What follows belongs to an exercise in optimizing a design on an open flow for small area; a production flow would make more cautious choices.
In this exercise RTL edits were held to simulation tests only and were not proved equivalent to the original.
Power figures rest on the tool's default switching activity, not on a simulated workload.

$ cat run.sh
#!/bin/bash
# synth_recipe.tcl (not shown) runs the flow's synth.tcl, then flattens the netlist and writes it again
# the make line also repeats each setting of config.mk as NAME=value (left out here)
make -C /OpenROAD-flow-scripts/flow DESIGN_CONFIG=/design/flow/config.mk WORK_HOME=/design/flow/orfs CLKGATE_MAP_FILE= SYNTH_SCRIPT=/design/flow/synth_recipe.tcl finish
$ cat config.mk
export PLATFORM = sky130hd
export DESIGN_NAME = uart_pwm_top
export DESIGN_NICKNAME = uart_pwm_top
export VERILOG_FILES = /design/flow/design.v
export SDC_FILE = /design/flow/constraint.sdc
export NUM_CORES = 4
export LEC_CHECK = 0
export CAP_MARGIN = 20
export CORE_MARGIN = 2
export CORE_UTILIZATION = 40
export SLEW_MARGIN = 20
$ cat constraint.sdc
create_clock -name core_clock -period 20.0 [get_ports {clk}]
set_input_delay 4.0000 -clock core_clock [delete_from_list [all_inputs] [get_ports {clk}]]
set_output_delay 4.0000 -clock core_clock [all_outputs]
set_load 0.01 [all_outputs]
$ cat design.v
`timescale 1ns / 1ps
module uart_rx #(
    parameter integer CLK_FREQ = 50_000_000,    
    parameter integer BAUD_RATE = 115200,       
    parameter integer OVERSAMPLING = 16,        
    parameter integer RX_BUFFER_DEPTH = 32      
) (
    input  logic        clk_50mhz,      
    input  logic        rst_n,          
    input  logic        rx_in,          
    input  logic         fifo_read,       
    output logic [7:0]  rx_data,        
    output logic        rx_valid,       
    output logic        eos_flag,       
    output logic        buffer_full,     
    output logic [7:0]   fifo_data,       
    output logic         fifo_empty       
);
    localparam integer BAUD_TICK_DIVIDER = CLK_FREQ / BAUD_RATE;
    localparam integer SAMPLE_POINT = BAUD_TICK_DIVIDER / 2;  
    typedef enum logic [1:0] {
        IDLE,
        START_BIT,
        DATA_BITS,
        STOP_BIT
    } rx_state_e;
    rx_state_e current_state, next_state;
    logic [9:0]           baud_tick_counter;  
    logic                 baud_tick;          
    logic [3:0]           bit_count_reg;      
    logic [7:0]           data_reg;
    logic                 rx_in_d1, rx_in_d2;  
    logic [4:0]           head_ptr, tail_ptr;
    logic [7:0]           rx_buffer [RX_BUFFER_DEPTH-1:0];
    logic [5:0]           buffer_count;
    logic [7:0]           rx_data_reg;
    logic                 rx_valid_reg;
    logic                 eos_flag_reg;
    logic                 buffer_full_reg;
    always_ff @(posedge clk_50mhz or negedge rst_n) begin
        if (!rst_n) begin
            baud_tick_counter <= '0;
            baud_tick         <= 1'b0;
        end else begin
            if (baud_tick_counter == BAUD_TICK_DIVIDER - 1) begin
                baud_tick_counter <= '0;
                baud_tick         <= 1'b1;
            end else begin
                baud_tick_counter <= baud_tick_counter + 1;
                baud_tick         <= 1'b0;
            end
            if (current_state == IDLE && !rx_in_d2) begin
                baud_tick_counter <= '0;
            end
        end
    end
    always_ff @(posedge clk_50mhz or negedge rst_n) begin
        if (!rst_n) begin
            rx_in_d1 <= 1'b1;  
            rx_in_d2 <= 1'b1;
        end else begin
            rx_in_d1 <= rx_in;
            rx_in_d2 <= rx_in_d1;
        end
    end
    always_ff @(posedge clk_50mhz or negedge rst_n) begin
        if (!rst_n) begin
            current_state <= IDLE;
            bit_count_reg <= '0;
            data_reg      <= '0;
            rx_data_reg   <= '0;
            rx_valid_reg  <= 1'b0;
            eos_flag_reg  <= 1'b0;
        end else begin
            current_state <= next_state;
            rx_valid_reg  <= 1'b0;  
            case (current_state)
                IDLE: begin
                    if (!rx_in_d2) begin  
                        bit_count_reg <= '0;
                        data_reg      <= '0;
                    end
                end
                START_BIT: begin
                    eos_flag_reg <= 1'b0;  
                    if (baud_tick_counter == SAMPLE_POINT) begin  
                        if (rx_in_d2) begin  
                        end
                    end
                    if (baud_tick) begin  
                        bit_count_reg <= '0;  
                    end
                end
                DATA_BITS: begin
                    if (baud_tick_counter == SAMPLE_POINT) begin  
                        data_reg <= {rx_in_d2, data_reg[7:1]};  
                    end
                    if (baud_tick) begin  
                        bit_count_reg <= bit_count_reg + 1;
                        if (bit_count_reg == 8) begin
                            rx_data_reg <= data_reg;  
                        end
                    end
                end
                STOP_BIT: begin
                    if (baud_tick_counter == SAMPLE_POINT) begin  
                    end
                    if (baud_tick) begin  
                        rx_valid_reg <= 1'b1;
                        if (data_reg == 8'h0D || data_reg == 8'h0A) begin  
                            eos_flag_reg <= 1'b1;
                        end
                        bit_count_reg <= '0;  
                        data_reg      <= '0;
                    end
                end
            endcase
        end
    end
    always_comb begin
        next_state = current_state;
        case (current_state)
            IDLE: begin
                if (!rx_in_d2) begin  
                    next_state = START_BIT;
                end
            end
            START_BIT: begin
                if (baud_tick_counter == BAUD_TICK_DIVIDER - 1) begin 
                    if (rx_in_d2) begin 
                        next_state = IDLE;  
                    end else begin
                        next_state = DATA_BITS;
                    end
                end
            end
            DATA_BITS: begin
                if (bit_count_reg == 8 && baud_tick) begin
                    next_state = STOP_BIT;
                end
            end
            STOP_BIT: begin
                if (baud_tick) begin 
                    next_state = IDLE;
                end
            end
        endcase
    end
    always_ff @(posedge clk_50mhz or negedge rst_n) begin
        if (!rst_n) begin
            head_ptr <= '0;
            tail_ptr <= '0;
            buffer_count <= '0;
            buffer_full_reg <= 1'b0;
        end else begin
            if (rx_valid_reg && !buffer_full_reg) begin
                rx_buffer[head_ptr] <= rx_data_reg;
                head_ptr <= head_ptr + 1;
            end
            if (fifo_read && (buffer_count > 0)) begin
                tail_ptr <= tail_ptr + 1;
            end
            if ((rx_valid_reg && !buffer_full_reg) && !(fifo_read && buffer_count > 0)) begin
                buffer_count <= buffer_count + 1;
            end
            else if (!(rx_valid_reg && !buffer_full_reg) && (fifo_read && buffer_count > 0)) begin
                buffer_count <= buffer_count - 1;
            end
            if (eos_flag_reg) begin  
                head_ptr     <= '0;
                tail_ptr     <= '0;
                buffer_count <= '0;
            end
            buffer_full_reg <= (buffer_count == RX_BUFFER_DEPTH);
        end
    end
    assign rx_data = rx_data_reg;
    assign rx_valid = rx_valid_reg;
    assign eos_flag = eos_flag_reg;
    assign buffer_full = buffer_full_reg;
    assign fifo_data = rx_buffer[tail_ptr];
    assign fifo_empty = (buffer_count == 0);
endmodule
`timescale 1ns / 1ps
module uart_tx #(
    parameter integer CLK_FREQ = 50_000_000,    
    parameter integer BAUD_RATE = 115200        
) (
    input  logic        clk_50mhz,      
    input  logic        rst_n,          
    input  logic        tx_start,       
    input  logic [7:0]  tx_data,        
    output logic        tx_out,         
    output logic        tx_busy         
);
    localparam integer BaudTickDivider = CLK_FREQ / BAUD_RATE;
    typedef enum logic [2:0] {
        IDLE,
        START_BIT,
        DATA_BITS,
        STOP_BIT,
        INTER_BYTE_DELAY
    } tx_state_e;
    tx_state_e current_state, next_state;
    logic [9:0]           baud_tick_counter;
    logic                 baud_tick;
    logic [7:0]           shifter_reg;    
    logic [3:0]           bit_count;      
    logic                 tx_reg;         
    logic                 tx_busy_reg;
    always_ff @(posedge clk_50mhz or negedge rst_n) begin
        if (!rst_n) begin
            baud_tick_counter <= '0;
            baud_tick         <= 1'b0;
        end else begin
            if (baud_tick_counter == BaudTickDivider - 1) begin
                baud_tick_counter <= '0;
                baud_tick         <= 1'b1;
            end else begin
                baud_tick_counter <= baud_tick_counter + 1;
                baud_tick         <= 1'b0;
            end
        end
    end
    always_ff @(posedge clk_50mhz) begin
        if (!rst_n) begin
            current_state <= IDLE;
            shifter_reg   <= '0;
            bit_count     <= '0;
            tx_reg        <= 1'b1;  
            tx_busy_reg   <= 1'b0;
        end else begin
            tx_busy_reg <= (current_state != IDLE);
            case (current_state)
                IDLE: begin
                    tx_reg <= 1'b1;  
                    if (tx_start) begin
                        shifter_reg   <= tx_data;  
                        current_state <= START_BIT;
                        tx_reg        <= 1'b0;     
                    end
                end
                START_BIT: begin
                    if (baud_tick) begin
                        current_state <= DATA_BITS;
                        tx_reg        <= shifter_reg[0];  
                        shifter_reg   <= shifter_reg >> 1;  
                        bit_count     <= '0;
                    end
                end
                DATA_BITS: begin
                    if (baud_tick) begin
                        if (bit_count == 7) begin
                            current_state <= STOP_BIT;
                            tx_reg        <= 1'b1;  
                        end else begin
                            bit_count     <= bit_count + 1;
                            tx_reg        <= shifter_reg[0];  
                            shifter_reg   <= shifter_reg >> 1;  
                        end
                    end
                end
                STOP_BIT: begin
                    if (baud_tick) begin
                        current_state <= INTER_BYTE_DELAY;
                    end
                end
                INTER_BYTE_DELAY: begin
                    if (baud_tick) begin
                        current_state <= IDLE;
                    end
                end
                default: current_state <= IDLE;
            endcase
        end
    end
    assign tx_out  = tx_reg;
    assign tx_busy = tx_busy_reg;
endmodule
`timescale 1ns / 1ps
module pwm_gen #(
    parameter integer CLK_FREQ = 50_000_000,
    parameter integer REF_FREQ = 50_000
)(
    input  logic        clk,
    input  logic        rst_n,
    input  logic [1:0]  pow2,        
    input  logic [1:0]  pow5,        
    input  logic [6:0]  duty_cycle,  
    output logic        pwm_out,
    output logic        cycle_done
);
    localparam int Div50K = CLK_FREQ / REF_FREQ;  
    logic [9:0] cnt_50k;
    logic       ce_50k;
    always_ff @(posedge clk or negedge rst_n) begin
        if (!rst_n) begin
            cnt_50k <= '0;
            ce_50k  <= 1'b0;
        end else begin
            if (cnt_50k == Div50K - 1) begin
                cnt_50k <= '0;
                ce_50k  <= 1'b1;
            end else begin
                cnt_50k <= cnt_50k + 1'b1;
                ce_50k  <= 1'b0;
            end
        end
    end
    logic [1:0] active_pow2;
    logic [1:0] active_pow5;
    logic [6:0] active_dc;
    always_ff @(posedge clk or negedge rst_n) begin
        if (!rst_n) begin
            active_pow2 <= 2'd0;
            active_pow5 <= 2'd0;
            active_dc   <= 7'd0;
        end else if (cycle_done) begin
            active_pow2 <= pow2;
            active_pow5 <= pow5;
            active_dc   <= duty_cycle;
        end
    end
    logic [9:0] val_pow2;
    logic [9:0] val_pow5;
    logic [9:0] n_period;
    always_comb begin
        case (active_pow2)
            2'd0: val_pow2 = 1;  2'd1: val_pow2 = 2;
            2'd2: val_pow2 = 4;  2'd3: val_pow2 = 8;
            default: val_pow2 = 1;
        endcase
        case (active_pow5)
            2'd0: val_pow5 = 1;  2'd1: val_pow5 = 5;
            2'd2: val_pow5 = 25; 2'd3: val_pow5 = 125;
            default: val_pow5 = 1;
        endcase
    end
    assign n_period = val_pow2 * val_pow5;
    logic [9:0] period_cnt;
    assign cycle_done = (period_cnt >= n_period - 1) && ce_50k;
    always_ff @(posedge clk or negedge rst_n) begin
        if (!rst_n) begin
            period_cnt <= '0;
        end else if (ce_50k) begin
            if (period_cnt >= n_period - 1) begin
                period_cnt <= '0;
            end else begin
                period_cnt <= period_cnt + 1'b1;
            end
        end
    end
    logic [16:0] mult_res;
    logic [9:0]  n_pulse;
    assign mult_res = n_period * active_dc;
    assign n_pulse  = (mult_res + 99) / 100;
    logic [9:0] cnt_start;
    logic [9:0] cnt_end;
    assign cnt_start = (n_period - n_pulse) >> 1;
    assign cnt_end   = cnt_start + n_pulse - 1;
    always_ff @(posedge clk or negedge rst_n) begin
        if (!rst_n) begin
            pwm_out <= 1'b0;
        end else begin
            if (active_dc == 0) begin
                pwm_out <= 1'b0;
            end else if (period_cnt >= cnt_start && period_cnt <= cnt_end) begin
                pwm_out <= 1'b1;
            end else begin
                pwm_out <= 1'b0;
            end
        end
    end
endmodule
`timescale 1ns / 1ps
module uart_pwm_top (
    input  logic        clk,
    input  logic        rst_n,
    input  logic        rx_in,
    input  logic        fifo_read,
    output logic [7:0]  rx_data,
    output logic        rx_valid,
    output logic        eos_flag,
    output logic        buffer_full,
    output logic [7:0]  fifo_data,
    output logic        fifo_empty,
    input  logic        tx_start,
    input  logic [7:0]  tx_data,
    output logic        tx_out,
    output logic        tx_busy,
    input  logic [1:0]  pow2,
    input  logic [1:0]  pow5,
    input  logic [6:0]  duty_cycle,
    output logic        pwm_out,
    output logic        cycle_done
);
    uart_rx u_rx (
        .clk_50mhz   (clk),
        .rst_n       (rst_n),
        .rx_in       (rx_in),
        .fifo_read   (fifo_read),
        .rx_data     (rx_data),
        .rx_valid    (rx_valid),
        .eos_flag    (eos_flag),
        .buffer_full (buffer_full),
        .fifo_data   (fifo_data),
        .fifo_empty  (fifo_empty)
    );
    uart_tx u_tx (
        .clk_50mhz (clk),
        .rst_n     (rst_n),
        .tx_start  (tx_start),
        .tx_data   (tx_data),
        .tx_out    (tx_out),
        .tx_busy   (tx_busy)
    );
    pwm_gen u_pwm (
        .clk        (clk),
        .rst_n      (rst_n),
        .pow2       (pow2),
        .pow5       (pow5),
        .duty_cycle (duty_cycle),
        .pwm_out    (pwm_out),
        .cycle_done (cycle_done)
    );
endmodule
==> notes.md <==
==> area by class of cell <==
class                   instances  area, um^2  share of cell area (%)
clock inverters                19       173.9                  0.6804
multi-input cells            1532       11730                   45.88
flip-flops and latches        371       10490                   41.02
repair buffers                 72       659.4                   2.580
inverters                     106       400.4                   1.566
well taps                     756       945.9                   3.701
clock buffers                  56        1169                   4.572
==> Yosys cell counts (17+ instances only) <==
master / instances
o21ai_0: 63
edfxtp_1: 256
xnor2_1: 52
inv_1: 104
xor2_1: 46
nor2_1: 176
a21o_1: 28
nand2b_1: 19
nand2_1: 138
o211ai_1: 19
and2_1: 74
a22oi_1: 68
fa_1: 52
a31oi_1: 17
a21oi_1: 100
nor3_1: 33
dfxtp_1: 17
mux2i_1: 23
nor2b_1: 25
clkbuf_1: 56
nand4_1: 34
and3_1: 25
a22o_1: 18
nand3_1: 57
mux2_2: 27
ha_1: 148
dfrtp_1: 96
==> metal layers <==
| layer | part of all wire (%) | GRT usage [%] |
|---|---|---|
| met5 | 0 | 0 |
| met4 | 2.9 | 6.424 |
| met3 | 6.3 | 2.985 |
| met2 | 47 | 33.07 |
| met1 | 44 | 27.71 |
==> worst max-delay path by stage <==
| stage | slack [ps] | endpoint | startpoint | depth (start not counted) |
|---|---|---|---|---|
| global route | 100 | u_pwm.pwm_out$_DFF_PN0_ | u_pwm.active_pow2[1]$_DFFE_PN0P_ | 67 |
| floorplan | 3510 | u_pwm.pwm_out$_DFF_PN0_ | u_pwm.active_pow2[1]$_DFFE_PN0P_ | 72 |
| finish | 1580 | u_pwm.pwm_out$_DFF_PN0_ | u_pwm.active_pow2[1]$_DFFE_PN0P_ | 69 |
| detailed placement | 1060 | u_pwm.pwm_out$_DFF_PN0_ | u_pwm.active_pow2[1]$_DFFE_PN0P_ | 67 |
| CTS | 990 | u_pwm.pwm_out$_DFF_PN0_ | u_pwm.active_pow2[1]$_DFFE_PN0P_ | 67 |
| global placement | 1590 | u_pwm.pwm_out$_DFF_PN0_ | u_pwm.active_pow2[1]$_DFFE_PN0P_ | 67 |
==> what timing repair did <==
| item | 4_1_cts | 5_1_grt |
|---|---|---|
| buffers inserted | 0 | 3 |
| resized for setup | 0 | 4 |
| endpoints found under the setup margin | 0 | 1 |
==> worst max-delay path, delay by kind of cell, from the launching register on <==
family	cells	cell delay, ps
adders and majority gates	15	5450
AOI/OAI and AO/OA	24	5780
DFF	1	440
xor gates and xnor gates	4	650
and+or+nand+nor	18	4660
buffers and inverters	6	650
muxes	2	640
==> power by group through the flow <==
stage	sequential, mW	combinational, mW	clock (mW)
finish	0.856	0.273	0.745
global route	0.858	0.298	0.788
CTS	0.856	0.272	0.757
detailed placement	0.871	0.271	0
global placement	0.870	0.266	0
floorplan	0.855	0.169	0
==> cell families after synthesis <==
kind of cell,count (synthesis)
flip-flops,371
AND/OR/NAND/NOR,654
AO/OA/AOI/OAI,522
adder cells (fa/ha/maj),204
multiplexers,53
buffers and inverters,186
XOR/XNOR,99
==> flow_summary.ini <==
[power_and_ir_drop]
fin_total_pwr_mw = 1.874
comb_power_share_pct = 14.6
p_clk_share_pct = 39.8
p_sw_mw = 0.5130
vdd_ir_drop_max_v = 0.00006531
p_leak_nw = 10.79
p_int_mw = 1.361
power_frac_seq_pct = 45.7
swShare_pct = 27.37
power.density_mw_per_mm2 = 73.33

[grt]
grt_max_degree = 70
grt_pass1_vias = 16727
antenna_found_initial = 0
overflow = 0
grtUsageTotal_pct = 20.24
grt_pass1_wl_um = 94690

[floorplan]
core_mm2 = 0.05650
dieArea_mm2 = 0.05921
start_util_pct = 40.55
die-height_um = 243.3
fp.dieW_um = 243.3
num_rows = 87
io_pins = 48

[clock_network]
clockBufferDepth = 3
clkTransAtPathRegs_ps = 60
worstSkewPairLatency_ps = 570
cts_hold_buf = 0
cts_root_buffer = clkbuf_16
cts_buffers = 42
cts_tree = built
cts.sink_count = 371
htree_levels = 2

[sta]
setup_tns_ps = 0
fmax_ghz = 0.05430
rsz0062_at_grt = no
maxSlewViolCount = 0
layout_min_cycle_time_ps = 18420
setup_ws_ps = 1585
fin_crit_sh_pct = 92.08
worst_pin_slew_ps = 1184
hold_slack_ps = 368.7
hold_viol_final = 0
slew_headroom_pct = 20.81
setup_violations = 0
clock_skew_ps = 22.96

[routing]
dr.pass1.iters = 6
drc = 0
routedWlPerCell_um = 20.62
wl_um = 60050
dr_total_vias = 16801
drtIter0Drc = 1361
vias_per_cell = 5.770
antenna_left = 0

[critical_path]
reg2reg_to = u_pwm.pwm_out$_DFF_PN0_
cp_slowest_cell = nor2_1
worstSetupEndpointType = register
r2r-start = u_pwm.active_pow2[1]$_DFFE_PN0P_
crit_fanout = 12
reg2reg_setup_slack_ps = 1580
crit_top_cell = ha_1
slowest_delay_ps = 590
cp.required_ps = 20470
cp-start-kind = register
arrival_ps = 18880
path_class = register to register
r2r.worst_path.cells = 69

[synth]
yosys.area_share.simple_pct = 14.48
syn_nets = 2313
ys_warn_count = 4
synth-seq-cells = 371
synthMuxAreaShare_pct = 2.545
ys_types = 121
ys_top_cells_by_area = edfxtp_1, dfrtp_1, ha_1
synth_compound_area_share_pct = 17.25
synthDominantCellAreaShare_pct = 33.55
synthFlopType = edfxtp_1
async_reset_ff_share_pct = 26.42
avgSynthCellArea_um2 = 10.97
synth_area_mm2 = 0.02291
synth_edf_count = 256
syn_inst = 2089
synth-seq-area-share_pct = 45.75
synth_top_family_by_area = compound AO/OA/AOI/OAI gates
synthXorXnorAreaFrac_pct = 3.817
synthAdderAreaFrac_pct = 12.81
synth_top_area_cell = edfxtp_1

[place]
dp.final_hpwl_um = 42470
post-place-cells = 2834
place_area_mm2 = 0.02417
place_congestion = 0.8828
post-place-ws_ps = 1063
portBuffers = 47

[layout]
final_common_cell = edfxtp_1
largest_reg_flops = 256
antenna_cells = 0
drive_gt1_share_pct = 9.462
max_flop_register = u_rx.rx_buffer
finish.utilization_pct = 45.24
layout_common_cells = edfxtp_1, nor2_1, ha_1
finalNetCount = 2349
area_growth_pct = 11.56
fin_area_mm2 = 0.02556
instances_no_fill = 2912
fillCellCount = 5242

[min_path]
worstHoldEndpoint = u_rx.rx_in_d2$_DFF_PN1_
whs_path_depth = 0
hold_class = register to register
hold_start = u_rx.rx_in_d1$_DFF_PN1_

[flow_run]
maxCapViolCount = 0

[run_status]
status = timing/DRC/antenna clean

## separate check: timing with driven ports
The results above use ideal ports. As a check the final layout listed here was re-extracted and re-timed, cells and wires unchanged. Step 1 (the two cells are an assumption about what drives the block):
set clk [get_ports {clk}]
set_driving_cell -lib_cell sky130_fd_sc_hd__clkbuf_16 $clk
set_driving_cell -lib_cell sky130_fd_sc_hd__buf_2 [delete_from_list [all_inputs] $clk]
Step 2 moves the port delays by t, midway between the first and last clock arrival at a register: inputs arrive t later, outputs are due t later. That takes back most of the time a late clock gives input paths. a / b / c = no drivers / after step 1 / after step 2; a / b = the first two.
t (ns): 0.615
slack for setup (ns): 1.585 / 1.585 / 1.585
slew at the worst register clock pin (ns): 0.06 / 0.06
worst slew at a driven data input, ns: 0.05
After both steps setup and hold are still met in this run. The setup slack of this run moves by 0.000 ns with the drivers and by 0.000 ns with both steps.
